This is an optimization exercise on Yosys and OpenROAD, whose aim is small area, not a production implementation. Function was checked by simulation only, so behaviour that the tests miss may differ from the original.

## flow/design.v (module list and top-level ports; edited modules follow where they fit)
// module feed_forward_neural_network_top: 53 lines
// module ffnn_hidden: 478 lines
// module ffnn_mac: 4742 lines
// module ffnn_fa: 4 lines
module feed_forward_neural_network_top #(parameter
    BITS_PER_WORD = 32,
    INPUT_VECTOR_COUNT = 1,
    INPUT_VECTOR_SIZE=2,
    INPUT_WORD_SIZE=1,
    HIDDEN_LAYER_SIZE = 2,
    OUTPUT_VECTOR_SIZE = 1,
    BIAS_SIZE = 1,
    CLOG2_MAX_WEIGHTS_N = 2,
    CLOG2_MAX_WEIGHTS_M = 2
) (
    input clk,
    input reset_n,
    input weights_en,
    input [0:0] weights_layer_address,
    input [CLOG2_MAX_WEIGHTS_N-1:0] weights_n_address,
    input [CLOG2_MAX_WEIGHTS_M-1:0] weights_m_address,
    input signed [BITS_PER_WORD-1:0] weights_data,
    input in_en,
    input[INPUT_VECTOR_SIZE-1:0] in_data,
    output reg out_en,
    output reg[(BITS_PER_WORD * OUTPUT_VECTOR_SIZE)-1:0] out_data
);
  // ...
==> flow/flow/run.sh <==
#!/bin/bash
# The standard layout, except that ABC maps the combinational logic with an
# area-oriented script (flow/abc_area.script, selected by ABC_AREA=1) instead of
# ORFS's delay-driven one. Everything else is ORFS's own scripts, unchanged.
set -euo pipefail
work=$(pwd)
rm -rf "$work/scripts"
cp -r "$FLOW_HOME/scripts" "$work/scripts"
cp "$work/flow/abc_area.script" "$work/scripts/abc_area.script"
bash "$work/standard.sh" SCRIPTS_DIR="$work/scripts" finish > "$work/standard.log" 2>&1
==> flow/flow/abc_area.script <==
&get -n
&st
&dch
&nf -R 1000
&put
==> flow/standard.sh <==
#!/bin/bash
# synth_recipe.tcl (not shown) runs the flow's synth.tcl, then flattens the netlist and writes it again
# the make line also repeats each setting of config.mk as NAME=value (left out here)
make -C /OpenROAD-flow-scripts/flow DESIGN_CONFIG=/design/flow/config.mk WORK_HOME=/design/flow/orfs CLKGATE_MAP_FILE= SYNTH_SCRIPT=/design/flow/synth_recipe.tcl "${@:-finish}"
==> flow/config.mk <==
export PLATFORM = sky130hd
export DESIGN_NAME = feed_forward_neural_network_top
export DESIGN_NICKNAME = feed_forward_neural_network_top
export VERILOG_FILES = /design/flow/design.v
export SDC_FILE = /design/flow/constraint.sdc
export NUM_CORES = 4
export LEC_CHECK = 0
export ABC_AREA = 1
export CAP_MARGIN = 20
export CORE_MARGIN = 2
export CORE_UTILIZATION = 40
export SLEW_MARGIN = 20
export SYNTH_HIERARCHICAL = 1
==> flow/constraint.sdc <==
create_clock -name core_clock -period 20.0 [get_ports {clk}]
set_input_delay 4.0000 -clock core_clock [delete_from_list [all_inputs] [get_ports {clk}]]
set_output_delay 4.0000 -clock core_clock [all_outputs]
set_load 0.01 [all_outputs]
==> impl_metrics.yaml, run 1 <==
grt:
  busiest_layer: "met2"
timing:
  hold_viol: 0
  rsz0062_at_grt: "false"
  setup_viol: 0
  finalClockSkew_ns: 0.0559
  slew_violations: 0
  fin_ws_ns: 0.887
final_layout:
  multi_input_area_mm2: 0.0392
  signal_buffers: 263
  clock_area_share_pct: 2.43
  clockBufferCount: 45
  nonClockInverterCount: 54
  seq_cells: 321
  stdcell_count: 5866
  nMultiInputCombCells: 3542
floorplanning:
  rows: 127
  io_pins: 76
  die-height_um: 352
  tap-cell-count: 1612
clock_tree:
  ctsResizeCount: 0
  clk_transition_reported_paths_ns: 0.05
  post_cts_buffers: 0
  clk_latency_ns: 0.64
  cts_tree: "done"
run:
  drv_cap: 0
synth:
  synth-seq-cells: 321
  synth_most_common_cell: "fa_1"
  yosys_warnings: 7
  synth_top_family_by_area: "adder cells"
  postSynthCellCount: 3906
  synthMuxAreaShare_pct: 1.15
  synth_area_leader_cell: "fa_1"
worst_hold_path:
  hold_path_class: "reg -> reg"
  worstHoldStart: "out_en$_SDFFE_PN0P_"
setup_path:
  r2r_setup_slack_ns: 4.24
  cp-end-kind: "flip-flop"
  cp-start-kind: "input pin"
  cpPeakStageDelay_ns: 0.50
routing:
  top_layer: "met5"
  drt-total-wl_um: 193000
place:
  dpl_cell_area_mm2: 0.0529
outcome:
  status: "no timing/DRC/antenna violations"
==> inputs of run 2 (changes only) <==
--- a/flow/config.mk
+++ b/flow/config.mk
@@ -6,8 +6,9 @@
 export NUM_CORES = 4
 export LEC_CHECK = 0
 export ABC_AREA = 1
-export CAP_MARGIN = 20
+export CAP_MARGIN = 5
 export CORE_MARGIN = 2
-export CORE_UTILIZATION = 40
-export SLEW_MARGIN = 20
+export CORE_UTILIZATION = 65
+export CTS_BUF_LIST = sky130_fd_sc_hd__clkbuf_2 sky130_fd_sc_hd__clkbuf_4
+export SLEW_MARGIN = 5
 export SYNTH_HIERARCHICAL = 1
==> impl_metrics.yaml, run 2 <==
timing:
  finalClockSkew_ns: 0.103
  slew_violations: 0
  period_share_pct: 96.3
  setup_viol: 0
  tightest_slew_ns: 1.34
  relSlewSlack_pct: 10.4
  max_freq_mhz: 51.9
  holdWs_ns: 0.460
  hold_viol: 0
  period_needed_ns: 19.26
  rsz0062_at_grt: "false"
  fin_ws_ns: 0.736
worst_hold_path:
  worstHoldStart: "out_en$_SDFFE_PN0P_"
  min_to: "out_en$_SDFFE_PN0P_"
  min_path_cells: 1
  hold_path_class: "reg -> reg"
final_layout:
  most-common-layout-cells: "fa_1 (1058), o22ai_1 (860), xnor2_1 (532), xor2_1 (413), edfxtp_1 (288)"
  fill_cells: 5227
  nets: 5391
  area_delta_synth_final_pct: 10.1
  layout_commonest_cell: "fa_1"
  drive_gt1_share_pct: 8.67
clock_tree:
  post_cts_buffers: 0
  cts_tree: "done"
  cts.sinks: 321
  cts_buffer_depth: 3
  ctsResizeCount: 0
  cts_buffers: 84
  clk_transition_reported_paths_ns: 0.06
  cts.htree.levels: 3
  clk_latency_ns: 0.90
  root_buffer: "clkbuf_4"
  holdBufCountCts: 0
setup_path:
  r2r-start: "w1_10[9]$_DFFE_PP_"
  required_ns: 20.83
  cp-start-kind: "input pin"
  critPathArrivalTime_ns: 20.09
  timing.rr.end: "out_data[30]$_SDFFE_PN0P_"
  r2r_setup_slack_ns: 4.11
  reg2regPathDepth: 49
  critPathKind: "in -> reg"
  cp_slowest_cell: "fa_1"
  cp-end-kind: "flip-flop"
  cp_max_fo: 35
  cp_common_cell: "fa_1"
  cpPeakStageDelay_ns: 0.50
floorplanning:
  die_w_um: 277
  rows: 100
  core_mm2: 0.0741
  initial_core_util_pct: 65.3
  io_pins: 76
  dieArea_mm2: 0.0766
  die-height_um: 277
place:
  place_congestion: 1.06
  dp_slack_ns: -0.00604
  dp_hpwl_um: 132000
  port_buffers: 75
routing:
  initialDrtViolationCount: 6848
  drtAntennaViolNets: 0
  vias_per_cell: 7.68
  via_count: 40700
  first_pass_iters: 15
  wl_per_cell_um: 36.3
  drc_errors: 0
  drt-total-wl_um: 192000
grt:
  gr-total-overflow: 0
  grt_max_degree: 66
  first_global_vias: 43000
  grt_pass1_wl_um: 280000
  gr-usage-all-layers_pct: 50.8
  antenna_found_initial: 9
synth:
  synthFlopType: "edfxtp_1"
  synth_common_cells: "fa_1 (1058), o22ai_1 (860), xnor2_1 (558), xor2_1 (413), edfxtp_1 (288)"
  synth.top_cell.area_share_pct: 43.8
  postSynthCellCount: 3906
  synth_area_leaders: "fa_1 (44%), edfxtp_1 (18%), o22ai_1 (11%)"
  synth-seq-area-share_pct: 19.3
  synth_edf_count: 288
  async_flop_share_pct: 0
  synth-seq-cells: 321
  yosys_warnings: 7
  avgSynthCellArea_um2: 12.4
  synth_cell_types: 41
  synth_most_common_cell: "fa_1"
  syn-cell-area_mm2: 0.0483
  synth_area_leader_cell: "fa_1"
run:
  drv_cap: 0
outcome:
  status: "no timing/DRC/antenna violations"
[run 2: changes by cell type in the layout (fill, tap and decap cells not counted), moves of 3 or more]
cell	previous run	this run
clkbuf_4	2	114
clkbuf_16	40	0
clkinv_1	54	72
buf_4	189	182
clkinvlp_4	6	0
diode_2	1	7
clkbuf_1	5	0
inv_2	7	4
[run 2: final cells by class]
class | instances | area [µm²] | area share [%]
antenna | 7 | 17.5 | 0.0329
clock buffer | 114 | 856 | 1.61
inverter | 54 | 203 | 0.381
multi-input combinational | 3542 | 39200 | 73.7
sequential | 321 | 9310 | 17.5
tap | 969 | 1210 | 2.28
timing repair buffer | 257 | 2100 | 3.95
clock inverter | 37 | 295 | 0.555
[run 2: worst max-delay path by stage]
stage / startpoint / slack [ns] / cells past startpoint / endpoint
5_1_grt: in_data[1] / 0.16 / 50 / out_data[24]$_SDFFE_PN0P_
2_1_floorplan: in_data[0] / 0.31 / 46 / out_data[30]$_SDFFE_PN0P_
3_3_place_gp: in_data[0] / 0.34 / 50 / out_data[24]$_SDFFE_PN0P_
3_5_place_dp: in_data[0] / -0.006 / 50 / out_data[30]$_SDFFE_PN0P_
4_1_cts: in_data[0] / 0.97 / 50 / out_data[30]$_SDFFE_PN0P_
6_report: in_data[0] / 0.74 / 50 / out_data[30]$_SDFFE_PN0P_
[run 2: cells by family (layout without fill, tap and decap cells)]
family | after synthesis | count (layout) | share of synthesized area (%)
muxes | 50 | 50 | 1.15
other | 3 | 21 | 0.0233
DFF | 321 | 321 | 19.3
AOI/OAI and AO/OA | 1010 | 1010 | 12.8
buffers and inverters | 54 | 462 | 0.419
xor gates and xnor gates | 971 | 971 | 17.6
and+or+nand+nor | 409 | 409 | 4.17
adders and majority gates | 1088 | 1088 | 44.6
[run 2: worst max-delay path: cells and delay by family]
kind / cells / cell delay, ns
AOI/OAI and AO/OA: 7 / 1.76
xor gates and xnor gates: 2 / 0.29
adders and majority gates: 24 / 9.87
buffers and inverters: 5 / 1.29
muxes: 3 / 0.92
and+or+nand+nor: 9 / 1.92
[run 2: through the flow]
stage / setup TNS, ns / std cells / cell area (µm²) / utilization (%)
6_report: 0 / 5301 / 53200 / 71.9
4_1_cts: 0 / 5294 / 53200 / 71.8
5_1_grt: 0 / 5295 / 53200 / 71.8
2_1_floorplan: 0 / 3917 / 48400 / -
3_3_place_gp: 0 / 5143 / 52100 / 70.3
3_5_place_dp: -0.00604 / 5143 / 52100 / 70.3
[run 2: modules after synthesis, one instance, submodules excluded]
module,cells inside,copies in the design
ffnn_fa,1,1056
ffnn_mac,2164,1
feed_forward_neural_network_top,432,1
ffnn_hidden,127,2
[run 2: metal layers]
layer / global-route usage [%] / vias up / routed length (µm)
li1: - / 14900 / -
met1: 61.6 / 19900 / 61500
met2: 71.0 / 4355 / 77200
met3: 27.2 / 1523 / 36000
met4: 31.7 / 10 / 17500
met5: 0.813 / - / 114
==> inputs of run 3 (changes only) <==
--- a/flow/config.mk
+++ b/flow/config.mk
@@ -8,7 +8,7 @@
 export ABC_AREA = 1
 export CAP_MARGIN = 5
 export CORE_MARGIN = 2
-export CORE_UTILIZATION = 65
+export CORE_UTILIZATION = 40
 export CTS_BUF_LIST = sky130_fd_sc_hd__clkbuf_2 sky130_fd_sc_hd__clkbuf_4
 export SLEW_MARGIN = 5
 export SYNTH_HIERARCHICAL = 1
==> impl_metrics.yaml, run 3 <==
outcome:
  status: "no timing/DRC/antenna violations"
clock_tree:
  cts_tree: "done"
  clk_latency_ns: 1.06
  clk_transition_reported_paths_ns: 0.06
  root_buffer: "clkbuf_4"
  post_cts_buffers: 0
  holdBufCountCts: 0
  cts.htree.levels: 3
  ctsResizeCount: 0
  cts.sinks: 321
  cts_buffer_depth: 3
  cts_buffers: 86
synth:
  yosys_warnings: 7
  synth-seq-area-share_pct: 19.3
  synth_most_common_cell: "fa_1"
  postSynthCellCount: 3906
  avgSynthCellArea_um2: 12.4
  synth-seq-cells: 321
  synth_area_leaders: "fa_1 (44%), edfxtp_1 (18%), o22ai_1 (11%)"
  synth_edf_count: 288
  synthFlopType: "edfxtp_1"
  synth_cell_types: 41
  synth_area_leader_cell: "fa_1"
  syn-cell-area_mm2: 0.0483
  synth.top_cell.area_share_pct: 43.8
  async_flop_share_pct: 0
  synth_common_cells: "fa_1 (1058), o22ai_1 (860), xnor2_1 (558), xor2_1 (413), edfxtp_1 (288)"
setup_path:
  cp_common_cell: "fa_1"
  reg2regPathDepth: 50
  cp_slowest_cell: "fa_1"
  cp-end-kind: "flip-flop"
  required_ns: 20.94
  cp_max_fo: 28
  timing.rr.end: "out_data[30]$_SDFFE_PN0P_"
  r2r-start: "w1_10[9]$_DFFE_PP_"
  critPathKind: "in -> reg"
  r2r_setup_slack_ns: 4.28
  cpPeakStageDelay_ns: 0.50
  crit_family: "adder cells"
  path_buf_inv: 5
  cp-start-kind: "input pin"
  critPathArrivalTime_ns: 19.79
place:
  dp_slack_ns: 0.194
  dp_hpwl_um: 130000
  port_buffers: 75
  place_congestion: 1.00
routing:
  initialDrtViolationCount: 5150
  drtAntennaViolNets: 0
  vias_per_cell: 6.50
  wl_per_cell_um: 32.4
  via_count: 38600
  first_pass_iters: 8
  drt-total-wl_um: 193000
  drc_errors: 0
timing:
  hold_viol: 0
  fin_setup_tns_ns: 0
  period_needed_ns: 18.85
  finalClockSkew_ns: 0.144
  slew_violations: 0
  tightest_slew_ns: 1.16
  rsz0062_at_grt: "false"
  fin_ws_ns: 1.15
  relSlewSlack_pct: 22.2
  period_share_pct: 94.2
  max_freq_mhz: 53.1
  setup_viol: 0
floorplanning:
  die-height_um: 352
  die_w_um: 352
  initial_core_util_pct: 40.3
  core_mm2: 0.120
  io_pins: 76
  rows: 127
  dieArea_mm2: 0.124
worst_hold_path:
  worstHoldStart: "out_en$_SDFFE_PN0P_"
  min_to: "out_en$_SDFFE_PN0P_"
  min_path_cells: 1
  hold_path_class: "reg -> reg"
grt:
  grt_max_degree: 66
  gr-usage-all-layers_pct: 31.7
  antenna_found_initial: 8
  first_global_vias: 40700
  gr-total-overflow: 0
  grt_pass1_wl_um: 283000
run:
  drv_cap: 0
final_layout:
  area_delta_synth_final_pct: 11.8
  drive_gt1_share_pct: 9.10
  most-common-layout-cells: "fa_1 (1058), o22ai_1 (860), xnor2_1 (531), xor2_1 (413), edfxtp_1 (288)"
  nets: 5399
  layout_commonest_cell: "fa_1"
## run 3: worst register-to-register path, delay by kind of cell (launching register included)
kind,cells,cell delay (ns)
AO/OA/AOI/OAI,7,1.78
XOR/XNOR,2,0.27
adder cells (fa/ha/maj),25,10.15
buffers and inverters,4,0.62
flip-flops,1,0.36
multiplexers,3,0.72
AND/OR/NAND/NOR,9,1.79
## run 3: worst max path at each step
stage	slack [ns]	depth (start not counted)	startpoint	end
global route	0.51	51	in_data[1]	out_data[30]$_SDFFE_PN0P_
global placement	0.24	51	in_data[0]	out_data[30]$_SDFFE_PN0P_
finish	1.15	51	in_data[1]	out_data[30]$_SDFFE_PN0P_
floorplan	0.31	46	in_data[0]	out_data[30]$_SDFFE_PN0P_
CTS	1.32	51	in_data[0]	out_data[30]$_SDFFE_PN0P_
detailed placement	0.19	51	in_data[0]	out_data[30]$_SDFFE_PN0P_
## run 3: cell type report
type                            instances  area [µm²]
Clock inverter                         29         218
Timing Repair Buffer                  263        2140
Fill cell                           11100       65900
Sequential cell                       321        9310
Antenna cell                            3        7.51
Clock buffer                          123         923
Tap cell                             1612        2020
Inverter                               54         203
Multi-Input combinational cell       3542       39200
## run 3: through the flow
step                      cell area [µm²]  cells  utilization, %  hold WS (ns)
after floorplan                     48400   3917               -         0.495
after global placement              52900   5792            44.1         0.435
after detailed placement            52900   5792            44.1         0.463
after CTS                           54100   5944            45.1         0.477
after global routing                54100   5947            45.1         0.484
final                               54100   5947            45.1         0.476
## run 3: logic make-up after synthesis
| kind of cell | share of synthesized area [%] |
|---|---|
| fa+ha+maj | 44.6 |
| mux | 1.15 |
| xor+xnor | 17.6 |
| buf+inv | 0.419 |
| simple gates | 4.17 |
| other cells | 0.0233 |
| flops | 19.3 |
| compound gates | 12.8 |
## run 3: per-layer routing
layer	up-vias	GRT usage (%)	share of wire, %
met5	-	0	0.018
met4	4	16.5	6.3
met3	834	13.3	15
met2	3241	45.8	42
met1	19700	40.5	37
li1	14900	-	-
## run 3: Yosys stat by module (local to each module, per instance)
module / times used / flops+latches
ffnn_fa: 1056 / 0
ffnn_hidden: 2 / 0
feed_forward_neural_network_top: 1 / 321
ffnn_mac: 1 / 0
==> inputs of run 4 (changes only) <==
--- a/flow/config.mk
+++ b/flow/config.mk
@@ -9,6 +9,8 @@
 export CAP_MARGIN = 5
 export CORE_MARGIN = 2
 export CORE_UTILIZATION = 40
-export CTS_BUF_LIST = sky130_fd_sc_hd__clkbuf_2 sky130_fd_sc_hd__clkbuf_4
+export CTS_BUF_LIST = sky130_fd_sc_hd__clkbuf_4 sky130_fd_sc_hd__clkbuf_8
+export CTS_CLUSTER_DIAMETER = 80
+export CTS_CLUSTER_SIZE = 14
 export SLEW_MARGIN = 5
 export SYNTH_HIERARCHICAL = 1
==> impl_metrics.yaml, run 4 <==
outcome:
  status: "no timing/DRC/antenna violations"
synth:
  postSynthCellCount: 3906
  synth-seq-area-share_pct: 19.3
  synthFlopType: "edfxtp_1"
  synth_area_leaders: "fa_1 (44%), edfxtp_1 (18%), o22ai_1 (11%)"
  synth_area_leader_cell: "fa_1"
  async_flop_share_pct: 0
  synth_cell_types: 41
  yosys_warnings: 7
  synth_most_common_cell: "fa_1"
  synth_common_cells: "fa_1 (1058), o22ai_1 (860), xnor2_1 (558), xor2_1 (413), edfxtp_1 (288)"
  avgSynthCellArea_um2: 12.4
  syn-cell-area_mm2: 0.0483
  synth_edf_count: 288
  synth.top_cell.area_share_pct: 43.8
  synth-seq-cells: 321
grt:
  antenna_found_initial: 5
  grt_pass1_wl_um: 281000
  grt_max_degree: 66
  gr-usage-all-layers_pct: 31.5
  gr-total-overflow: 0
  first_global_vias: 40200
floorplanning:
  rows: 127
  die_w_um: 352
  io_pins: 76
  dieArea_mm2: 0.124
  initial_core_util_pct: 40.3
  core_mm2: 0.120
  die-height_um: 352
clock_tree:
  cts_buffer_depth: 3
  post_cts_buffers: 0
  root_buffer: "clkbuf_8"
  clk_transition_reported_paths_ns: 0.08
  ctsResizeCount: 0
  cts.sinks: 321
  clk_latency_ns: 0.70
  cts.htree.levels: 2
  cts_tree: "done"
  holdBufCountCts: 0
  cts_buffers: 34
setup_path:
  r2r-start: "w1_10[9]$_DFFE_PP_"
  required_ns: 20.63
  timing.rr.end: "out_data[30]$_SDFFE_PN0P_"
  cp_common_cell: "fa_1"
  critPathKind: "in -> reg"
  cp_slowest_cell: "fa_1"
  cp-start-kind: "input pin"
  cpPeakStageDelay_ns: 0.50
  cp-end-kind: "flip-flop"
  r2r_setup_slack_ns: 4.31
  reg2regPathDepth: 50
  critPathArrivalTime_ns: 19.76
  cp_max_fo: 28
final_layout:
  area_delta_synth_final_pct: 10.7
  most-common-layout-cells: "fa_1 (1058), o22ai_1 (860), xnor2_1 (531), xor2_1 (413), edfxtp_1 (288)"
  fill_cells: 11100
  nets: 5347
  multi_input_area_mm2: 0.0392
  drive_gt1_share_pct: 7.22
  layout_commonest_cell: "fa_1"
  ff_latch_area_mm2: 0.00931
timing:
  max_freq_mhz: 52.3
  setup_viol: 0
  rsz0062_at_grt: "false"
  hold_viol: 0
  tightest_slew_ns: 1.20
  period_share_pct: 95.7
  slew_violations: 0
  relSlewSlack_pct: 19.4
  fin_setup_tns_ns: 0
  period_needed_ns: 19.14
  finalClockSkew_ns: 0.0804
routing:
  first_pass_iters: 6
  drtAntennaViolNets: 0
  drc_errors: 0
  wl_per_cell_um: 32.8
  via_count: 38300
  initialDrtViolationCount: 5098
  vias_per_cell: 6.55
  drt-total-wl_um: 192000
worst_hold_path:
  hold_path_class: "reg -> reg"
  worstHoldStart: "out_en$_SDFFE_PN0P_"
  min_to: "out_en$_SDFFE_PN0P_"
  min_path_cells: 1
run:
  drv_cap: 0
place:
  port_buffers: 75
  dp_hpwl_um: 130000
  place_congestion: 1.00
run 4: worst max path at each step:
stage	start	cells after the start	to
CTS	in_data[0]	51	out_data[30]$_SDFFE_PN0P_
detailed placement	in_data[0]	51	out_data[30]$_SDFFE_PN0P_
global route	in_data[1]	51	out_data[30]$_SDFFE_PN0P_
floorplan	in_data[0]	46	out_data[30]$_SDFFE_PN0P_
finish	in_data[1]	51	out_data[30]$_SDFFE_PN0P_
global placement	in_data[0]	51	out_data[30]$_SDFFE_PN0P_
run 4: layout make-up:
| type | instances | area share (%) |
|---|---|---|
| tap | 1612 | 3.77 |
| inverter | 54 | 0.379 |
| clock buffer | 34 | 0.874 |
| timing repair buffer | 263 | 4.00 |
| clock inverter | 13 | 0.248 |
| sequential | 321 | 17.4 |
| antenna | 2 | 0.00935 |
| multi-input combinational | 3542 | 73.3 |
run 4: per-stage QoR:
stage / utilization (%) / area (µm²) / worst slack, ns / instances / hold slack, ns
floorplan: - / 48400 / 0.313 / 3917 / 0.495
global placement: 44.1 / 52900 / 0.245 / 5792 / 0.435
detailed placement: 44.1 / 52900 / 0.194 / 5792 / 0.463
CTS: 44.6 / 53500 / 0.947 / 5839 / 0.482
global route: 44.6 / 53500 / 0.176 / 5840 / 0.488
finish: 44.6 / 53500 / 0.864 / 5841 / 0.472
run 4: cells by family after synthesis:
logic type / share of synthesized area (%)
xor+xnor: 17.6
simple gates: 4.17
other cells: 0.0233
buf+inv: 0.419
flops: 19.3
fa+ha+maj: 44.6
mux: 1.15
compound gates: 12.8
run 4: per-module statistics from Yosys, one instance, submodules excluded:
module	times used	area [µm²]	flip-flops and latches
feed_forward_neural_network_top	1	9850	321
ffnn_mac	1	15600	0
ffnn_fa	1056	20.0	0
ffnn_hidden	2	861	0
run 4: routing by layer:
metal	track usage (%)	vias to the layer above	wire length [µm]	share of wire, %
met4	15.0	2	11300	5.9
met2	45.7	3116	80300	42
li1	-	14700	-	-
met1	40.4	19700	71500	37
met5	0	-	20	0.010
met3	13.3	781	28700	15
run 4: worst max-delay path: cells and delay by family:
family	cells	cell delay (ns)
mux	3	0.71
compound gates	7	1.75
fa+ha+maj	25	10.09
xor+xnor	2	0.27
buf+inv	5	1.07
simple gates	9	1.82
==> inputs of run 5 (changes only) <==
--- a/flow/config.mk
+++ b/flow/config.mk
@@ -9,8 +9,8 @@
 export CAP_MARGIN = 5
 export CORE_MARGIN = 2
 export CORE_UTILIZATION = 40
-export CTS_BUF_LIST = sky130_fd_sc_hd__clkbuf_4 sky130_fd_sc_hd__clkbuf_8
-export CTS_CLUSTER_DIAMETER = 80
-export CTS_CLUSTER_SIZE = 14
+export CTS_BUF_LIST = sky130_fd_sc_hd__clkbuf_8
+export CTS_CLUSTER_DIAMETER = 60
+export CTS_CLUSTER_SIZE = 18
 export SLEW_MARGIN = 5
 export SYNTH_HIERARCHICAL = 1
==> impl_metrics.yaml, run 5 <==
timing:
  hold_viol: 0
  finalClockSkew_ns: 0.0717
  period_share_pct: 95.6
  tightest_slew_ns: 1.18
  slew_violations: 0
  rsz0062_at_grt: "false"
  fin_setup_tns_ns: 0
  max_freq_mhz: 52.3
  relSlewSlack_pct: 21.1
  setup_viol: 0
  period_needed_ns: 19.12
floorplanning:
  io_pins: 76
  core_mm2: 0.120
  initial_core_util_pct: 40.3
  die_w_um: 352
  rows: 127
  die-height_um: 352
  dieArea_mm2: 0.124
synth:
  synth_area_leaders: "fa_1 (44%), edfxtp_1 (18%), o22ai_1 (11%)"
  synth_most_common_cell: "fa_1"
  synth_cell_types: 41
  synth_edf_count: 288
  synth_area_leader_cell: "fa_1"
  yosys_warnings: 7
  synth-seq-cells: 321
  avgSynthCellArea_um2: 12.4
  synth_common_cells: "fa_1 (1058), o22ai_1 (860), xnor2_1 (558), xor2_1 (413), edfxtp_1 (288)"
  synthFlopType: "edfxtp_1"
  async_flop_share_pct: 0
  synth.top_cell.area_share_pct: 43.8
  postSynthCellCount: 3906
  synth-seq-area-share_pct: 19.3
  syn-cell-area_mm2: 0.0483
setup_path:
  cp-end-kind: "flip-flop"
  cp-start-kind: "input pin"
  critPathKind: "in -> reg"
  cp_max_fo: 28
  cp_common_cell: "fa_1"
  required_ns: 20.66
  cp_slowest_cell: "fa_1"
  critPathArrivalTime_ns: 19.78
  cpPeakStageDelay_ns: 0.50
final_layout:
  layout_commonest_cell: "fa_1"
  area_delta_synth_final_pct: 11.1
  nets: 5349
  most-common-layout-cells: "fa_1 (1058), o22ai_1 (860), xnor2_1 (531), xor2_1 (413), edfxtp_1 (288)"
  drive_gt1_share_pct: 7.47
clock_tree:
  cts.htree.levels: 2
  holdBufCountCts: 0
  root_buffer: "clkbuf_8"
  post_cts_buffers: 0
  clk_latency_ns: 0.72
  cts.sinks: 321
  cts_buffers: 36
  clk_transition_reported_paths_ns: 0.08
  cts_tree: "done"
  cts_buffer_depth: 3
  ctsResizeCount: 0
place:
  port_buffers: 75
  place_congestion: 1.00
  dp_hpwl_um: 130000
grt:
  gr-usage-all-layers_pct: 31.5
  gr-total-overflow: 0
  antenna_found_initial: 6
  first_global_vias: 40200
  grt_max_degree: 66
  grt_pass1_wl_um: 282000
outcome:
  status: "no timing/DRC/antenna violations"
routing:
  drtAntennaViolNets: 0
  vias_per_cell: 6.55
  wl_per_cell_um: 32.9
  first_pass_iters: 8
  via_count: 38300
  drc_errors: 0
  initialDrtViolationCount: 4966
  drt-total-wl_um: 192000
worst_hold_path:
  hold_path_class: "reg -> reg"
run:
  drv_cap: 0
==> run 5: cell counts after synthesis <==
No cell type changed its count.
==> run 5: per-layer routing <==
| metal | wire, µm | vias to the layer above | part of all wire (%) | track usage, % |
|---|---|---|---|---|
| met5 | 17 | - | 0.0088 | 0 |
| met4 | 11800 | 4 | 6.1 | 15.3 |
| li1 | - | 14700 | - | - |
| met2 | 80000 | 3198 | 42 | 45.8 |
| met3 | 29600 | 785 | 15 | 13.5 |
| met1 | 71000 | 19600 | 37 | 40.4 |
==> run 5: final timing paths <==
kind                            start  slack [ns]  cells past startpoint                         to
setup / recovery           in_data[1]        0.88                     51  out_data[30]$_SDFFE_PN0P_
hold reg to reg   out_en$_SDFFE_PN0P_        0.47                      1        out_en$_SDFFE_PN0P_
hold / removal    out_en$_SDFFE_PN0P_        0.47                      1        out_en$_SDFFE_PN0P_
setup reg to reg   w1_10[9]$_DFFE_PP_        4.26                     50  out_data[30]$_SDFFE_PN0P_
==> run 5: cell families after synthesis <==
logic type,synth area share (%)
flops,19.3
compound gates,12.8
other cells,0.0233
xor+xnor,17.6
fa+ha+maj,44.6
simple gates,4.17
buf+inv,0.419
mux,1.15
==> run 5: per-module statistics from Yosys (local to each module, per instance) <==
module	cells	area (µm²)	flops+latches	copies in the design
ffnn_mac	2164	15600	0	1
feed_forward_neural_network_top	432	9850	321	1
ffnn_hidden	127	861	0	2
ffnn_fa	1	20.0	0	1056
==> run 5: critical path, delay by kind of cell <==
family	cells	cell delay [ns]
adders and majority gates	25	10.08
and+or+nand+nor	9	1.83
AOI/OAI and AO/OA	7	1.77
buffers and inverters	5	1.07
muxes	3	0.71
xor gates and xnor gates	2	0.28
==> run 5: per-stage QoR <==
step,std cells,instance area [µm²],hold WS [ns],util [%],setup WS (ns)
6_report,5857,53700,0.474,44.8,0.878
5_1_grt,5857,53700,0.489,44.8,0.193
4_1_cts,5855,53700,0.483,44.8,0.982
3_5_place_dp,5792,52900,0.463,44.1,0.194
3_3_place_gp,5792,52900,0.435,44.1,0.245
2_1_floorplan,3917,48400,0.495,-,0.313
==> run 5: final cells by class <==
cell class              count  area (µm²)
clock inverters            27         297
multi-input cells        3542       39200
clock buffers              36         495
well taps                1612        2020
fillers                 11100       66300
flip-flops and latches    321        9310
repair buffers            263        2140
inverters                  54         203
diodes                      2        5.00
==> inputs of run 6 (changes only) <==
==> flow/flow/run.sh (replaced) <==
#!/bin/bash
# The standard layout, except that ABC maps the combinational logic with an
# area-oriented script (flow/abc_area.script, selected by ABC_AREA=1) instead of
# ORFS's delay-driven one, and the port buffers are the smallest buffer cell.
# Everything else is ORFS's own scripts, unchanged.
set -euo pipefail
work=$(pwd)
rm -rf "$work/scripts"
cp -r "$FLOW_HOME/scripts" "$work/scripts"
cp "$work/flow/abc_area.script" "$work/scripts/abc_area.script"
bash "$work/standard.sh" SCRIPTS_DIR="$work/scripts" BUFFER_PORTS_ARGS="-buffer_cell sky130_fd_sc_hd__buf_1" finish > "$work/standard.log" 2>&1
--- a/flow/config.mk
+++ b/flow/config.mk
@@ -9,8 +9,9 @@
 export CAP_MARGIN = 5
 export CORE_MARGIN = 2
 export CORE_UTILIZATION = 40
-export CTS_BUF_LIST = sky130_fd_sc_hd__clkbuf_8
-export CTS_CLUSTER_DIAMETER = 60
-export CTS_CLUSTER_SIZE = 18
+export CTS_BUF_LIST = sky130_fd_sc_hd__clkbuf_4 sky130_fd_sc_hd__clkbuf_8
+export CTS_CLUSTER_DIAMETER = 80
+export CTS_CLUSTER_SIZE = 14
+export GPL_TIMING_DRIVEN = 0
 export SLEW_MARGIN = 5
 export SYNTH_HIERARCHICAL = 1
==> impl_metrics.yaml, run 6 <==
synth:
  synth_area_leaders: "fa_1 (44%), edfxtp_1 (18%), o22ai_1 (11%)"
  async_flop_share_pct: 0
  synth_cell_types: 41
  synth_edf_count: 288
  syn-cell-area_mm2: 0.0483
  yosys_warnings: 7
  synth-seq-area-share_pct: 19.3
  synth-seq-cells: 321
  synthFlopType: "edfxtp_1"
  synth_common_cells: "fa_1 (1058), o22ai_1 (860), xnor2_1 (558), xor2_1 (413), edfxtp_1 (288)"
  synth.top_cell.area_share_pct: 43.8
  synth_most_common_cell: "fa_1"
  synth_area_leader_cell: "fa_1"
  postSynthCellCount: 3906
  avgSynthCellArea_um2: 12.4
floorplanning:
  die-height_um: 352
  io_pins: 76
  die_w_um: 352
  initial_core_util_pct: 40.3
  core_mm2: 0.120
  dieArea_mm2: 0.124
  rows: 127
timing:
  tightest_slew_ns: 1.37
  period_share_pct: 96.7
  slew_violations: 0
  max_freq_mhz: 51.7
  relSlewSlack_pct: 8.56
  finalClockSkew_ns: 0.0466
  hold_viol: 0
  period_needed_ns: 19.33
  setup_viol: 0
setup_path:
  crit_family: "adder cells"
  cpPeakStageDelay_ns: 0.61
  cp-end-kind: "flip-flop"
  required_ns: 20.68
  cp_slowest_cell: "fa_1"
  cp_common_cell: "fa_1"
  critPathKind: "in -> reg"
  cp-start-kind: "input pin"
  critPathArrivalTime_ns: 20.02
  path_buf_inv: 8
  cp_max_fo: 34
final_layout:
  fin_area_mm2: 0.0557
  layout_commonest_cell: "fa_1"
  drive_gt1_share_pct: 9.00
  nets: 5345
  most-common-layout-cells: "fa_1 (1057), o22ai_1 (860), xnor2_1 (528), xor2_1 (413), edfxtp_1 (288)"
  area_delta_synth_final_pct: 15.1
run:
  drv_cap: 0
routing:
  vias_per_cell: 6.50
  drt-total-wl_um: 187000
  wl_per_cell_um: 32.1
  via_count: 37900
  initialDrtViolationCount: 5030
  drc_errors: 0
  drtAntennaViolNets: 0
  first_pass_iters: 8
place:
  place_congestion: 0.970
  dpl_cell_area_mm2: 0.0548
  port_buffers: 75
  dp_hpwl_um: 143000
grt:
  antenna_found_initial: 4
  gr-total-overflow: 0
  grt_pass1_wl_um: 276000
  grt_max_degree: 37
  gr-usage-all-layers_pct: 30.7
  first_global_vias: 39900
clock_tree:
  cts_buffers: 31
  holdBufCountCts: 0
  root_buffer: "clkbuf_8"
  cts.htree.levels: 1
  clk_transition_reported_paths_ns: 0.09
  cts_buffer_depth: 3
  cts.sinks: 321
  clk_latency_ns: 0.76
  cts_tree: "done"
outcome:
  status: "no timing/DRC/antenna violations"
worst_hold_path:
  hold_path_class: "reg -> reg"
==> run 6: what timing repair did <==
action / CTS / global route
gates resized for setup: 15 / 11
endpoints found under the hold margin: 0 / 0
buffers inserted: 4 / 7
endpoints found under the setup margin: 21 / 10
==> run 6: area by class of cell <==
| cell class | instances | area [µm²] |
|---|---|---|
| Antenna cell | 2 | 5.00 |
| Clock buffer | 31 | 427 |
| Clock inverter | 11 | 149 |
| Fill cell | 10800 | 64300 |
| Inverter | 54 | 223 |
| Multi-Input combinational cell | 3542 | 39700 |
| Sequential cell | 321 | 9310 |
| Tap cell | 1612 | 2020 |
| Timing Repair Buffer | 264 | 3820 |
==> run 6: metrics by stage <==
stage / hold slack [ns] / setup TNS (ns) / setup slack [ns] / std cells / util (%)
floorplan: 0.495 / 0 / 0.313 / 3917 / -
global placement: 0.433 / -147.37 / -6.04 / 5604 / 42.3
detailed placement: 0.474 / -39.77 / -2.66 / 5781 / 45.7
CTS: 0.497 / 0 / 0.00455 / 5827 / 46.3
global route: 0.513 / -0.00160 / -0.00160 / 5836 / 46.4
finish: 0.480 / 0 / 0.670 / 5837 / 46.4
==> run 6: kinds of logic after synthesis <==
logic type	share of synthesized area, %
compound gates	12.8
fa+ha+maj	44.6
mux	1.15
xor+xnor	17.6
simple gates	4.17
other cells	0.0233
flops	19.3
buf+inv	0.419
==> run 6: per-module statistics from Yosys, one instance, submodules excluded <==
module	flip-flops and latches	copies in the design	cell area (µm²)
ffnn_hidden	0	2	861
ffnn_fa	0	1056	20.0
feed_forward_neural_network_top	321	1	9850
ffnn_mac	0	1	15600
==> run 6: routing by layer <==
metal  share of wire (%)  global-route usage [%]
met3                  13                    9.41
met2                  44                    46.7
met4                 6.8                    16.3
met5              0.0069                       0
met1                  37                    39.3
==> run 6: path summary, 6_finish.rpt <==
path	startpoint	cells past startpoint	slack [ns]	endpoint
setup / recovery	in_data[0]	54	0.67	out_data[30]$_SDFFE_PN0P_
hold / removal	out_en$_SDFFE_PN0P_	1	0.48	out_en$_SDFFE_PN0P_
setup reg to reg	w1_10[9]$_DFFE_PP_	50	3.92	out_data[30]$_SDFFE_PN0P_
hold reg to reg	out_en$_SDFFE_PN0P_	1	0.48	out_en$_SDFFE_PN0P_
==> inputs of run 7 (changes only) <==
--- a/flow/config.mk
+++ b/flow/config.mk
@@ -12,6 +12,5 @@
 export CTS_BUF_LIST = sky130_fd_sc_hd__clkbuf_4 sky130_fd_sc_hd__clkbuf_8
 export CTS_CLUSTER_DIAMETER = 80
 export CTS_CLUSTER_SIZE = 14
-export GPL_TIMING_DRIVEN = 0
 export SLEW_MARGIN = 5
 export SYNTH_HIERARCHICAL = 1
==> impl_metrics.yaml, run 7 <==
synth:
  synth_area_leaders: "fa_1 (44%), edfxtp_1 (18%), o22ai_1 (11%)"
  async_flop_share_pct: 0
  syn-cell-area_mm2: 0.0483
  synth_area_leader_cell: "fa_1"
  synth_common_cells: "fa_1 (1058), o22ai_1 (860), xnor2_1 (558), xor2_1 (413), edfxtp_1 (288)"
  synth_most_common_cell: "fa_1"
  synth-seq-area-share_pct: 19.3
  synthFlopType: "edfxtp_1"
  avgSynthCellArea_um2: 12.4
  postSynthCellCount: 3906
  synth_cell_types: 41
  synth.top_cell.area_share_pct: 43.8
  yosys_warnings: 7
  synth-seq-cells: 321
  synth_edf_count: 288
grt:
  antenna_found_initial: 5
  gr-usage-all-layers_pct: 31.8
  gr-total-overflow: 0
  grt_pass1_wl_um: 283000
  first_global_vias: 40100
  grt_max_degree: 66
floorplanning:
  rows: 127
  die_w_um: 352
  die-height_um: 352
  dieArea_mm2: 0.124
  initial_core_util_pct: 40.3
  io_pins: 76
  core_mm2: 0.120
clock_tree:
  root_buffer: "clkbuf_8"
  clk_latency_ns: 0.73
  cts_buffer_depth: 3
  post_cts_buffers: 0
  cts.sinks: 321
  holdBufCountCts: 0
  clk_transition_reported_paths_ns: 0.09
  ctsResizeCount: 0
  cts_tree: "done"
  cts.htree.levels: 2
  cts_buffers: 34
timing:
  fin_setup_tns_ns: 0
  max_freq_mhz: 52.7
  finalClockSkew_ns: 0.0839
  hold_viol: 0
  rsz0062_at_grt: "false"
  fin_ws_ns: 1.02
  relSlewSlack_pct: 14.7
  period_share_pct: 94.9
  setup_viol: 0
  period_needed_ns: 18.98
  slew_violations: 0
  tightest_slew_ns: 1.27
worst_hold_path:
  worstHoldStart: "out_en$_SDFFE_PN0P_"
  hold_path_class: "reg -> reg"
  min_to: "out_en$_SDFFE_PN0P_"
  min_path_cells: 1
routing:
  drc_errors: 0
  initialDrtViolationCount: 5121
  first_pass_iters: 9
  drt-total-wl_um: 194000
  drtAntennaViolNets: 0
  vias_per_cell: 6.53
  via_count: 38200
  wl_per_cell_um: 33.1
setup_path:
  required_ns: 20.61
  cp_slowest_cell: "fa_1"
  cp_max_fo: 23
  critPathKind: "in -> reg"
  r2r-start: "w1_11[9]$_DFFE_PP_"
  cpPeakStageDelay_ns: 0.49
  critPathArrivalTime_ns: 19.59
  cp_common_cell: "fa_1"
  r2r_setup_slack_ns: 4.37
  reg2regPathDepth: 50
  cp-end-kind: "flip-flop"
  cp-start-kind: "input pin"
  timing.rr.end: "out_data[30]$_SDFFE_PN0P_"
final_layout:
  fill_cells: 11100
  layout_commonest_cell: "fa_1"
  drive_gt1_share_pct: 7.32
  most-common-layout-cells: "fa_1 (1058), o22ai_1 (860), xnor2_1 (531), xor2_1 (413), edfxtp_1 (288)"
  nets: 5354
  area_delta_synth_final_pct: 9.98
place:
  place_congestion: 1.02
  port_buffers: 75
  dp_hpwl_um: 132000
  dp_slack_ns: 0.336
run:
  drv_cap: 0
outcome:
  status: "no timing/DRC/antenna violations"
==> run 7: cell count changes in the layout (fill, tap and decap cells not counted), sizes merged <==
| cell | previous run | this run |
|---|---|---|
| clkinvlp | 0 | 2 |
| buf | 264 | 266 |
| inv | 8 | 12 |
| clkinv | 55 | 53 |
| bufinv | 2 | 0 |
| clkbuf | 31 | 38 |
==> run 7: worst max-delay path by stage <==
stage                                      to  depth (start not counted)  startpoint
finish              out_data[30]$_SDFFE_PN0P_                         51  in_data[1]
CTS                 out_data[30]$_SDFFE_PN0P_                         51  in_data[1]
global placement    out_data[30]$_SDFFE_PN0P_                         51  in_data[1]
global route        out_data[30]$_SDFFE_PN0P_                         49  in_data[1]
detailed placement  out_data[30]$_SDFFE_PN0P_                         51  in_data[1]
floorplan           out_data[30]$_SDFFE_PN0P_                         46  in_data[0]
==> run 7: Yosys stat by module, one instance, submodules excluded <==
module	times used	flip-flops and latches	cells	cell area, µm²
ffnn_hidden	2	0	127	861
feed_forward_neural_network_top	1	321	432	9850
ffnn_fa	1056	0	1	20.0
ffnn_mac	1	0	2164	15600
==> run 7: area by class of cell <==
| cell class | count | area, µm² | share of cell area (%) |
|---|---|---|---|
| Antenna cell | 2 | 5.00 | 0.00941 |
| Tap cell | 1612 | 2020 | 3.79 |
| Clock inverter | 13 | 144 | 0.271 |
| Sequential cell | 321 | 9310 | 17.5 |
| Clock buffer | 34 | 468 | 0.880 |
| Multi-Input combinational cell | 3542 | 39300 | 73.8 |
| Inverter | 54 | 203 | 0.381 |
| Timing Repair Buffer | 270 | 1780 | 3.34 |
==> run 7: metrics by stage <==
stage	cells	util (%)	area, µm²	hold WS, ns
2_1_floorplan	3917	-	48400	0.495
3_3_place_gp	5799	43.8	52500	0.435
3_5_place_dp	5799	43.8	52500	0.448
4_1_cts	5846	44.3	53200	0.470
5_1_grt	5847	44.3	53200	0.475
6_report	5848	44.3	53200	0.469
==> run 7: layer usage <==
| metal | part of all wire, % | vias to the layer above | global-route usage [%] | routed length, µm |
|---|---|---|---|---|
| li1 | - | 14700 | - | - |
| met1 | 37 | 19400 | 40.7 | 70800 |
| met2 | 42 | 3197 | 46.1 | 81200 |
| met3 | 15 | 811 | 13.2 | 29300 |
| met4 | 6.4 | 2 | 16.0 | 12300 |
| met5 | 0.0067 | - | 0 | 13 |
==> run 7: kinds of logic (layout without fill, tap and decap cells) <==
logic type               after synthesis  count (layout)  share of synthesized area, %
AO/OA/AOI/OAI                       1010            1010                          12.8
flip-flops                           321             321                          19.3
other                                  3              16                        0.0233
multiplexers                          50              50                          1.15
adder cells (fa/ha/maj)             1088            1088                          44.6
AND/OR/NAND/NOR                      409             409                          4.17
buffers and inverters                 54             371                         0.419
XOR/XNOR                             971             971                          17.6
==> run 7: critical path: cells and delay by family <==
family | cells | cell delay (ns)
fa+ha+maj | 25 | 10.05
simple gates | 9 | 1.75
compound gates | 7 | 1.64
buf+inv | 5 | 1.03
mux | 3 | 0.82
xor+xnor | 2 | 0.26
==> inputs of run 8 (changes only) <==
--- a/flow/config.mk
+++ b/flow/config.mk
@@ -8,7 +8,7 @@
 export ABC_AREA = 1
 export CAP_MARGIN = 5
 export CORE_MARGIN = 2
-export CORE_UTILIZATION = 40
+export CORE_UTILIZATION = 52
 export CTS_BUF_LIST = sky130_fd_sc_hd__clkbuf_4 sky130_fd_sc_hd__clkbuf_8
 export CTS_CLUSTER_DIAMETER = 80
 export CTS_CLUSTER_SIZE = 14
==> impl_metrics.yaml, run 8 <==
grt:
  first_global_vias: 39900
  use_met2_pct: 59.0
  grt_pass1_wl_um: 276000
  antenna_found_initial: 9
  grt_max_degree: 66
  use_met1_pct: 52.6
  gr-usage-all-layers_pct: 40.4
  met3_usage_pct: 16.5
  busiest_layer: "met2"
  gr-total-overflow: 0
floorplanning:
  rows: 111
  die_w_um: 309
  initial_core_util_pct: 52.6
  dieArea_mm2: 0.0954
  io_pins: 76
  core_mm2: 0.0919
  die-height_um: 309
final_layout:
  drive_gt1_share_pct: 7.19
  area_delta_synth_final_pct: 8.79
  nets: 5348
  most-common-layout-cells: "fa_1 (1058), o22ai_1 (860), xnor2_1 (531), xor2_1 (413), edfxtp_1 (288)"
  layout_commonest_cell: "fa_1"
  fin_area_mm2: 0.0526
setup_path:
  crit_family: "adder cells"
  critPathArrivalTime_ns: 19.71
  cp_slowest_cell: "mux2i_2"
  cpPeakStageDelay_ns: 0.54
  cp-end-kind: "flip-flop"
  path_buf_inv: 3
  cp-start-kind: "input pin"
  required_ns: 20.70
  critPathKind: "in -> reg"
  cp_max_fo: 16
  cp_common_cell: "fa_1"
synth:
  synth_common_cells: "fa_1 (1058), o22ai_1 (860), xnor2_1 (558), xor2_1 (413), edfxtp_1 (288)"
  synth_most_common_cell: "fa_1"
  synth_edf_count: 288
  synth-seq-area-share_pct: 19.3
  synth-seq-cells: 321
  synth_area_leaders: "fa_1 (44%), edfxtp_1 (18%), o22ai_1 (11%)"
  postSynthCellCount: 3906
  avgSynthCellArea_um2: 12.4
  yosys_warnings: 7
  synth.top_cell.area_share_pct: 43.8
  async_flop_share_pct: 0
  synth_cell_types: 41
  syn-cell-area_mm2: 0.0483
  synth_area_leader_cell: "fa_1"
  synthFlopType: "edfxtp_1"
routing:
  wl_per_cell_um: 34.3
  initialDrtViolationCount: 5332
  vias_per_cell: 6.91
  drtAntennaViolNets: 0
  first_pass_iters: 6
  drt-total-wl_um: 188000
  via_count: 37800
  drc_errors: 0
timing:
  tightest_slew_ns: 1.28
  relSlewSlack_pct: 14.3
  slew_violations: 0
  rsz0062_at_grt: "false"
  fin_setup_tns_ns: 0
  period_needed_ns: 19.01
  fin_ws_ns: 0.992
  max_freq_mhz: 52.6
  holdWs_ns: 0.456
  finalClockSkew_ns: 0.0943
  hold_viol: 0
  period_share_pct: 95.0
  setup_viol: 0
place:
  place_congestion: 1.04
  dp_slack_ns: 0.267
  port_buffers: 75
  dp_hpwl_um: 130000
  dpl_cell_area_mm2: 0.0520
worst_hold_path:
  hold_path_class: "reg -> reg"
clock_tree:
  cts.htree.levels: 1
  post_cts_buffers: 0
  cts.sinks: 321
  cts_tree: "done"
  root_buffer: "clkbuf_8"
  clk_transition_reported_paths_ns: 0.09
  ctsResizeCount: 0
  cts_buffer_depth: 3
  holdBufCountCts: 0
  clk_latency_ns: 0.78
  cts_buffers: 31
outcome:
  status: "no timing/DRC/antenna violations"
run:
  drv_cap: 0
==> run 8: changes by cell type in the layout (fill, tap and decap cells not counted), moves of 2 or more <==
cell and change:
a21oi_2 +3, a21oi_4 -2, buf_12 -2, clkbuf_8 -3
diode_2 +3, inv_8 -2
==> run 8: kinds of logic after synthesis <==
group | after synthesis | synth area share (%)
AO/OA/AOI/OAI | 1010 | 12.8
XOR/XNOR | 971 | 17.6
adder cells (fa/ha/maj) | 1088 | 44.6
buffers and inverters | 54 | 0.419
flip-flops | 321 | 19.3
multiplexers | 50 | 1.15
other | 3 | 0.0233
AND/OR/NAND/NOR | 409 | 4.17
==> run 8: final timing paths <==
path	from	endpoint	slack, ns	cells past startpoint
max reg2reg	w1_10[9]$_DFFE_PP_	out_data[30]$_SDFFE_PN0P_	4.24	48
max	in_data[0]	out_data[30]$_SDFFE_PN0P_	0.99	49
min reg2reg	out_en$_SDFFE_PN0P_	out_en$_SDFFE_PN0P_	0.46	1
min	out_en$_SDFFE_PN0P_	out_en$_SDFFE_PN0P_	0.46	1
==> run 8: Yosys stat by module (local to each module, per instance) <==
module | flip-flops and latches | copies in the design | cells | area (µm²)
ffnn_mac | 0 | 1 | 2164 | 15600
ffnn_hidden | 0 | 2 | 127 | 861
feed_forward_neural_network_top | 321 | 1 | 432 | 9850
ffnn_fa | 0 | 1056 | 1 | 20.0
==> run 8: final cells by class <==
| cell class | count | area (µm²) |
|---|---|---|
| sequential | 321 | 9310 |
| fill | 7855 | 39300 |
| tap | 1243 | 1560 |
| antenna | 5 | 12.5 |
| inverter | 54 | 203 |
| timing repair buffer | 267 | 1730 |
| clock buffer | 32 | 434 |
| multi-input combinational | 3542 | 39200 |
| clock inverter | 11 | 114 |
==> run 8: per-stage QoR <==
stage | utilization, % | cells
6_report | 57.2 | 5475
4_1_cts | 57.2 | 5470
5_1_grt | 57.2 | 5471
2_1_floorplan | - | 3917
3_5_place_dp | 56.6 | 5427
3_3_place_gp | 56.6 | 5427
==> run 8: metal layers <==
metal / vias to the layer above / share of wire [%] / wire length (µm)
met4: 12 / 5.8 / 10900
met3: 717 / 15 / 28300
met2: 3042 / 42 / 79700
met5: - / 0.12 / 220
li1: 14700 / - / -
met1: 19400 / 37 / 68800
==> inputs of run 9 (changes only) <==
==> flow/flow/run.sh (replaced) <==
#!/bin/bash
# The standard layout, except that ABC maps the combinational logic with an
# area-oriented script (flow/abc_area.script, selected by ABC_AREA=1) instead of
# ORFS's delay-driven one, the port buffers are the smallest buffer cell, and the
# resizer repairs with the smaller buffers only (the platform's don't-use list plus
# buf_4 and up). Everything else is ORFS's own scripts, unchanged.
set -euo pipefail
work=$(pwd)
rm -rf "$work/scripts"
cp -r "$FLOW_HOME/scripts" "$work/scripts"
cp "$work/flow/abc_area.script" "$work/scripts/abc_area.script"
dont_use=" sky130_fd_sc_hd__probe_p_8 sky130_fd_sc_hd__probec_p_8 sky130_fd_sc_hd__lpflow_bleeder_1 sky130_fd_sc_hd__lpflow_clkbufkapwr_1 sky130_fd_sc_hd__lpflow_clkbufkapwr_16 sky130_fd_sc_hd__lpflow_clkbufkapwr_2 sky130_fd_sc_hd__lpflow_clkbufkapwr_4 sky130_fd_sc_hd__lpflow_clkbufkapwr_8 sky130_fd_sc_hd__lpflow_clkinvkapwr_1 sky130_fd_sc_hd__lpflow_clkinvkapwr_16 sky130_fd_sc_hd__lpflow_clkinvkapwr_2 sky130_fd_sc_hd__lpflow_clkinvkapwr_4 sky130_fd_sc_hd__lpflow_clkinvkapwr_8 sky130_fd_sc_hd__lpflow_decapkapwr_12 sky130_fd_sc_hd__lpflow_decapkapwr_3 sky130_fd_sc_hd__lpflow_decapkapwr_4 sky130_fd_sc_hd__lpflow_decapkapwr_6 sky130_fd_sc_hd__lpflow_decapkapwr_8 sky130_fd_sc_hd__lpflow_inputiso0n_1 sky130_fd_sc_hd__lpflow_inputiso0p_1 sky130_fd_sc_hd__lpflow_inputiso1n_1 sky130_fd_sc_hd__lpflow_inputiso1p_1 sky130_fd_sc_hd__lpflow_inputisolatch_1 sky130_fd_sc_hd__lpflow_isobufsrc_1 sky130_fd_sc_hd__lpflow_isobufsrc_16 sky130_fd_sc_hd__lpflow_isobufsrc_2 sky130_fd_sc_hd__lpflow_isobufsrc_4 sky130_fd_sc_hd__lpflow_isobufsrc_8 sky130_fd_sc_hd__lpflow_isobufsrckapwr_16 sky130_fd_sc_hd__lpflow_lsbuf_lh_hl_isowell_tap_1 sky130_fd_sc_hd__lpflow_lsbuf_lh_hl_isowell_tap_2 sky130_fd_sc_hd__lpflow_lsbuf_lh_hl_isowell_tap_4 sky130_fd_sc_hd__lpflow_lsbuf_lh_isowell_4 sky130_fd_sc_hd__lpflow_lsbuf_lh_isowell_tap_1 sky130_fd_sc_hd__lpflow_lsbuf_lh_isowell_tap_2 sky130_fd_sc_hd__lpflow_lsbuf_lh_isowell_tap_4 #  sky130_fd_sc_hd__buf_4 sky130_fd_sc_hd__buf_6 sky130_fd_sc_hd__buf_8 sky130_fd_sc_hd__buf_12 sky130_fd_sc_hd__buf_16"
bash "$work/standard.sh" SCRIPTS_DIR="$work/scripts" BUFFER_PORTS_ARGS="-buffer_cell sky130_fd_sc_hd__buf_1" DONT_USE_CELLS="$dont_use" finish > "$work/standard.log" 2>&1
--- a/flow/config.mk
+++ b/flow/config.mk
@@ -8,7 +8,7 @@
 export ABC_AREA = 1
 export CAP_MARGIN = 5
 export CORE_MARGIN = 2
-export CORE_UTILIZATION = 52
+export CORE_UTILIZATION = 40
 export CTS_BUF_LIST = sky130_fd_sc_hd__clkbuf_4 sky130_fd_sc_hd__clkbuf_8
 export CTS_CLUSTER_DIAMETER = 80
 export CTS_CLUSTER_SIZE = 14
==> impl_metrics.yaml, run 9 <==
grt:
  first_global_vias: 39700
  antenna_found_initial: 7
  gr-usage-all-layers_pct: 31.4
  gr-total-overflow: 0
  grt_pass1_wl_um: 281000
  grt_max_degree: 39
clock_tree:
  cts_tree: "done"
  clk_latency_ns: 0.76
  cts.htree.levels: 1
  root_buffer: "clkbuf_8"
  cts_buffers: 30
  cts_buffer_depth: 3
  post_cts_buffers: 0
  cts.sinks: 321
  holdBufCountCts: 0
  ctsResizeCount: 0
  clk_transition_reported_paths_ns: 0.10
setup_path:
  required_ns: 20.67
  r2r-start: "w1_10[9]$_DFFE_PP_"
  timing.rr.end: "out_data[30]$_SDFFE_PN0P_"
  critPathKind: "in -> reg"
  r2r_setup_slack_ns: 4.05
  cp_slowest_cell: "mux2i_2"
  cp_max_fo: 22
  cp-start-kind: "input pin"
  cp_common_cell: "fa_1"
  cp-end-kind: "flip-flop"
  critPathArrivalTime_ns: 19.90
  cpPeakStageDelay_ns: 0.58
  reg2regPathDepth: 48
synth:
  synth_area_leaders: "fa_1 (44%), edfxtp_1 (18%), o22ai_1 (11%)"
  synth_compound_area_share_pct: 12.8
  synth-seq-area-share_pct: 19.3
  synth_common_cells: "fa_1 (1058), o22ai_1 (860), xnor2_1 (558), xor2_1 (413), edfxtp_1 (288)"
  synthAdderAreaFrac_pct: 44.6
  yosys.area_share.simple_pct: 4.17
  syn-cell-area_mm2: 0.0483
  synth_most_common_cell: "fa_1"
  synth_area_leader_cell: "fa_1"
  synth.top_cell.area_share_pct: 43.8
  async_flop_share_pct: 0
  synth_xor_area_share_pct: 17.6
  yosys_warnings: 7
  avgSynthCellArea_um2: 12.4
  synth_top_family_by_area: "adder cells"
  synthMuxAreaShare_pct: 1.15
  synth-seq-cells: 321
  postSynthCellCount: 3906
  synthFlopType: "edfxtp_1"
  synth_cell_types: 41
  synth_edf_count: 288
final_layout:
  area_delta_synth_final_pct: 11.1
  drive_gt1_share_pct: 5.12
  most-common-layout-cells: "fa_1 (1058), o22ai_1 (860), xnor2_1 (531), xor2_1 (413), edfxtp_1 (288)"
  layout_commonest_cell: "fa_1"
  nets: 5356
  fin_util_pct: 44.8
routing:
  via_count: 38100
  vias_per_cell: 6.51
  first_pass_iters: 9
  initialDrtViolationCount: 5389
  drc_errors: 0
  wl_per_cell_um: 33.0
  drt-total-wl_um: 193000
  drtAntennaViolNets: 0
floorplanning:
  die-height_um: 352
  io_pins: 76
  core_mm2: 0.120
  dieArea_mm2: 0.124
  die_w_um: 352
  initial_core_util_pct: 40.3
  rows: 127
timing:
  rsz0062_at_grt: "false"
  holdWs_ns: 0.474
  period_needed_ns: 19.22
  period_share_pct: 96.1
  max_freq_mhz: 52.0
  finalClockSkew_ns: 0.0418
  tightest_slew_ns: 1.39
  slew_violations: 0
  fin_setup_tns_ns: 0
  hold_viol: 0
  relSlewSlack_pct: 7.08
  setup_viol: 0
worst_hold_path:
  worstHoldStart: "out_en$_SDFFE_PN0P_"
  min_path_cells: 1
  min_to: "out_en$_SDFFE_PN0P_"
  hold_path_class: "reg -> reg"
run:
  drv_cap: 0
place:
  dp_hpwl_um: 142000
  place_congestion: 1.02
  port_buffers: 75
outcome:
  status: "no timing/DRC/antenna violations"
[run 9: cell counts after synthesis]
No cell type changed its count.
[run 9: final cells by class]
cell class	count	area [µm²]
Inverter	54	203
Antenna cell	4	10.0
Multi-Input combinational cell	3542	39300
Timing Repair Buffer	276	2370
Clock inverter	9	115
Fill cell	11100	66200
Tap cell	1612	2020
Sequential cell	321	9310
Clock buffer	36	458
[run 9: worst max-delay path by stage]
stage / cells after the start / end / from
4_1_cts: 49 / out_data[30]$_SDFFE_PN0P_ / in_data[1]
3_3_place_gp: 49 / out_data[30]$_SDFFE_PN0P_ / in_data[1]
5_1_grt: 49 / out_data[30]$_SDFFE_PN0P_ / in_data[1]
3_5_place_dp: 49 / out_data[30]$_SDFFE_PN0P_ / in_data[1]
2_1_floorplan: 46 / out_data[30]$_SDFFE_PN0P_ / in_data[0]
6_report: 49 / out_data[30]$_SDFFE_PN0P_ / in_data[1]
[run 9: cell families (layout without fill, tap and decap cells)]
logic type      count (synthesis)  count (layout)
flops                         321             321
fa+ha+maj                    1088            1088
other cells                     3              18
mux                            50              50
xor+xnor                      971             971
compound gates               1010            1010
buf+inv                        54             375
simple gates                  409             409
[run 9: metal layers]
metal | up-vias | GRT usage [%] | part of all wire (%)
met5 | - | 0.510 | 0.15
met4 | 6 | 13.9 | 5.5
met3 | 663 | 12.7 | 15
met2 | 3155 | 46.2 | 43
met1 | 19600 | 40.8 | 37
li1 | 14700 | - | -
[run 9: metrics by stage]
stage	worst slack, ns	area [µm²]	instances
global placement	0.198	53100	5803
finish	0.777	53700	5854
floorplan	0.313	48400	3917
global route	0.0398	53700	5853
CTS	0.875	53700	5848
detailed placement	0.0943	53100	5803
[run 9: modules after synthesis (local to each module, per instance)]
module | area, µm² | flip-flops and latches | cells
ffnn_mac | 15600 | 0 | 2164
feed_forward_neural_network_top | 9850 | 321 | 432
ffnn_hidden | 861 | 0 | 127
ffnn_fa | 20.0 | 0 | 1
[run 9: worst max-delay path, delay by kind of cell]
family / cells / cell delay (ns)
XOR/XNOR: 2 / 0.26
adder cells (fa/ha/maj): 25 / 10.12
AO/OA/AOI/OAI: 6 / 1.53
AND/OR/NAND/NOR: 10 / 2.13
buffers and inverters: 3 / 0.60
multiplexers: 3 / 1.23

==> static timing again, ports no longer ideal <==
How much do the figures lean on ideal ports? The routed layouts below were timed once more, with nothing changed but the port constraints.
Step 1: set_driving_cell puts a clkbuf_16 on clk and a buf_2 on each other input, an assumption about the parent block.
Step 2 also shifts input and output timing later by t, the mid clock arrival at the registers, as if the neighbouring blocks saw the same clock.
Three values: no drivers, after step 1, after step 2; two values: the first two.
| run | shift t [ns] | slack for setup (ns) | hold slack, ns | worst setup path after step 2 |
|---|---|---|---|---|
| run 1 | 0.684 | 0.887 / 0.931 / 0.247 | 0.470 / 0.470 / 0.470 | input to register |
| run 2 | 0.919 | 0.736 / 0.776 / -0.144 | 0.460 / 0.460 / 0.460 | input to register |
| run 3 | 1.053 | 1.154 / 1.193 / 0.139 | 0.476 / 0.476 / 0.476 | input to register |
| run 4 | 0.733 | 0.864 / 0.904 / 0.171 | 0.472 / 0.472 / 0.472 | input to register |
| run 5 | 0.753 | 0.878 / 0.918 / 0.165 | 0.474 / 0.474 / 0.474 | input to register |
| run 6 | 0.802 | 0.670 / 0.684 / -0.118 | 0.480 / 0.480 / 0.480 | input to register |
| run 7 | 0.757 | 1.018 / 1.062 / 0.305 | 0.469 / 0.469 / 0.469 | input to register |
| run 8 | 0.797 | 0.992 / 1.038 / 0.241 | 0.456 / 0.456 / 0.456 | input to register |
| run 9 | 0.803 | 0.777 / 0.823 / 0.020 | 0.474 / 0.474 / 0.474 | input to register |
With both steps, setup timing fails in run 2 and run 6, where it was met with ideal ports. For run 3, which loses most, drivers alone change the setup slack by +0.039 ns; drivers and shift together by -1.015 ns.
